Background: an optimization exercise with open tools, aiming at small area and a short achievable clock period. Do not read the settings as production practice. The clock port is modelled as an ideal driver, which makes a skipped or thinned clock tree look cheaper than it is; a real chip needs a root buffer or a tree. No activity file was given, so power comes from the tool's default toggle rates.

job 8445:
// hb_task_queue_top
module hb_task_queue_top (
    input  logic        clk,
    input  logic        reset,             
    input  logic        push_req,
    input  logic [31:0] data_in,
    input  logic        pop_req,
    output logic        full,
    output logic        valid_out,
    output logic [31:0] data_out,
    input  logic        consumer_ready,
    output logic        dist_out_valid,
    output logic [31:0] dist_out_data,
    output logic [1:0]  grant_out,
    output logic [1:0]  served_bank
);
    logic q_empty;
    hb_task_queue_core #(.DEPTH(16), .WIDTH(32)) dut_queue (
        .clk(clk),
        .reset(reset),
        .push_req(push_req),
        .data_in(data_in),
        .full(full),
        .valid_out(valid_out),
        .data_out(data_out),
        .pop_req(pop_req),
        .empty(q_empty)
    );
    hb_task_distributor distributor (
        .clk(clk),
        .reset(reset),
        .in_valid(!q_empty),
        .in_data(data_out),
        .out_valid(dist_out_valid),
        .out_data(dist_out_data),
        .consumer_ready(consumer_ready)
    );
    hb_arbiter_banked arbiter (
        .clk(clk),
        .reset(reset),
        .in_valid(!q_empty),
        .in_data(data_out),
        .grant_out(grant_out),
        .served_bank(served_bank)
    );
endmodule
clock: 3.6 ns
lec_check: 0
abc_clock_period_in_ps: 1600
cap_margin: 20
core_margin: 2
core_utilization: 60
place_density: 0.72
setup_slack_margin: 2.1
slew_margin: 20
standard.sh (not shown) runs the stock make flow with config.mk's settings and CLKGATE_MAP_FILE= SYNTH_SCRIPT=/design/flow/synth_recipe.tcl, a recipe that flattens the netlist after the stock synthesis.
==> flow/flow/run.sh <==
#!/bin/bash
# Own layout flow: the standard ORFS flow, with two changes:
#  - the clock tree is built by flow/pre_cts.tcl (two inverter levels) in
#    place of TritonCTS;
#  - every port gets a buf_2 as its port buffer.
# Each ORFS step writes its full log under orfs/logs/; make's own output goes
# to flow_make.log in the work folder.
set -euo pipefail
W=$(pwd)
bash standard.sh \
  PRE_CTS_TCL="$W/flow/pre_cts.tcl" \
  BUFFER_PORTS_ARGS="-buffer_cell sky130_fd_sc_hd__buf_2" \
  finish > "$W/flow_make.log" 2>&1
Other scripts of this flow, unchanged in this note and not shown: flow/flow/mtree.tcl, flow/flow/pre_cts.tcl
Here is what was changed in the inputs of job 7735 compared with job 8445.
- clearing ABC_CLOCK_PERIOD_IN_PS, which used to be 1600
- swapping 2.1 for 2.0 in SETUP_SLACK_MARGIN
Findings:
Job 7735 ends up with a time the final worst path needs with I/O delays and setup that is 20 ps higher than in job 8445. Critical path's slowest cell: a22o_1 -> job 7735, and2_4 -> job 8445. Job 7735 falls short of job 8445 in post-route worst hold slack. After synthesis and placement, the instance count of job 7735 is below that of job 8445. Going from job 8445 to job 7735, multi-input gate area in the final layout went down; fmax now smaller; wire length of the first global-routing pass shrank by 2000 µm; clock power share higher. Job 7735 vs job 8445 — routed length on met3 dropped 2200 µm. Compared job 7735 vs job 8445, and power is down in job 7735. The final reports for job 7735 and job 8445 show overall via count from detail_route lower in the former. Async set-reset flop share out of synthesis came out exactly the same in job 7735 and job 8445.
Setup changes, job 7735 to job 2581
- a change of SETUP_SLACK_MARGIN from 2.0 to 1.9
- Against job 7735, job 2581 comes in 2.1% lower on first-pass GRT wire length.
- On job 2581: maximum fanout along the worst path is 4 lower than what job 7735 gave.
- Diff job 2581 and job 7735: routed wire length higher in job 7735
- Diff job 7735 -> job 2581 | power consumption | down slightly
- Per the comparison of job 2581 with job 7735, minimum setup slack in the final design saw an increase, highest clock rate went up.
#### Input delta (job 6877 over job 2581)
- SETUP_SLACK_MARGIN changed from 1.9 to 1.95
Notes after the runs:
In summary, job 6877 completed successfully, with a layout that passed the timing, DRC and antenna checks.
From job 2581 to job 6877 the numbers moved as follows: top achievable clock speed now smaller; global-route wire length before repair now larger.
Worst hold-check slack ended up 4.0 ps lower on job 6877 than on job 2581.
Job 6877 ended up with a higher worst setup slack after placement than job 2581 did.
Going from job 2581 to job 6877, the part of the cycle the worst path needs was found to have gone up by 1.4 points.
The higher area added between synthesis and finish came out of job 6877.
On power share of the clock group, job 6877 tracks job 2581 almost exactly.
Re combinational power: job 6877 is about 1% up on job 2581.
The number of buffers inserted to repair setup after CTS in job 6877 sits 15 above the value recorded for job 2581.
[inputs] job 6465 vs job 6877
- SETUP_SLACK_MARGIN changed from 1.95 to 2.1
## What came out
Going from job 6877 to job 6465, the portion of total power attributed to sequential cells was found to have gone down by 1.6 points. Status: largest stage delay on the critical path parity (job 6465, job 6877). Half-perimeter wire length of the detailed placement result down 6.0% in job 6465 wrt job 6877. The higher sequential share of layout area came out of job 6877.
Function was not checked in any run of this note: the RTL went through the layout flow alone. No run of this note takes its clock network from TritonCTS; it comes from the design's own scripts or RTL.

==> port drivers added, routing unchanged <==
The results above use ideal ports. As a check the final layouts listed here were re-extracted and re-timed, cells and wires unchanged. Step 1 (the two cells are an assumption about what drives the block):
set clk [get_ports {clk}]
set_driving_cell -lib_cell sky130_fd_sc_hd__clkbuf_16 $clk
set_driving_cell -lib_cell sky130_fd_sc_hd__buf_2 [delete_from_list [all_inputs] $clk]
Step 2 moves the port delays by t, midway between the first and last clock arrival at a register: inputs arrive t later, outputs are due t later. That takes back most of the time a late clock gives input paths. Slacks: ideal / step 1 / step 2; pairs: ideal / step 1.
run | t, ns | setup slack, ns | latest minus earliest clock arrival (ns) | pins driven straight from the clock port
job 8445 | 0.408 | 1.843 / 1.873 / 1.590 | 0.023 / 0.023 | 4
job 7735 | 0.399 | 1.822 / 1.811 / 1.591 | 0.016 / 0.016 | 4
job 2581 | 0.400 | 1.910 / 1.819 / 1.663 | 0.024 / 0.024 | 4
job 6877 | 0.406 | 1.861 / 1.825 / 1.615 | 0.015 / 0.015 | 4
job 6465 | 0.408 | 1.843 / 1.873 / 1.590 | 0.023 / 0.023 | 4
After both steps setup and hold are still met in every run listed.
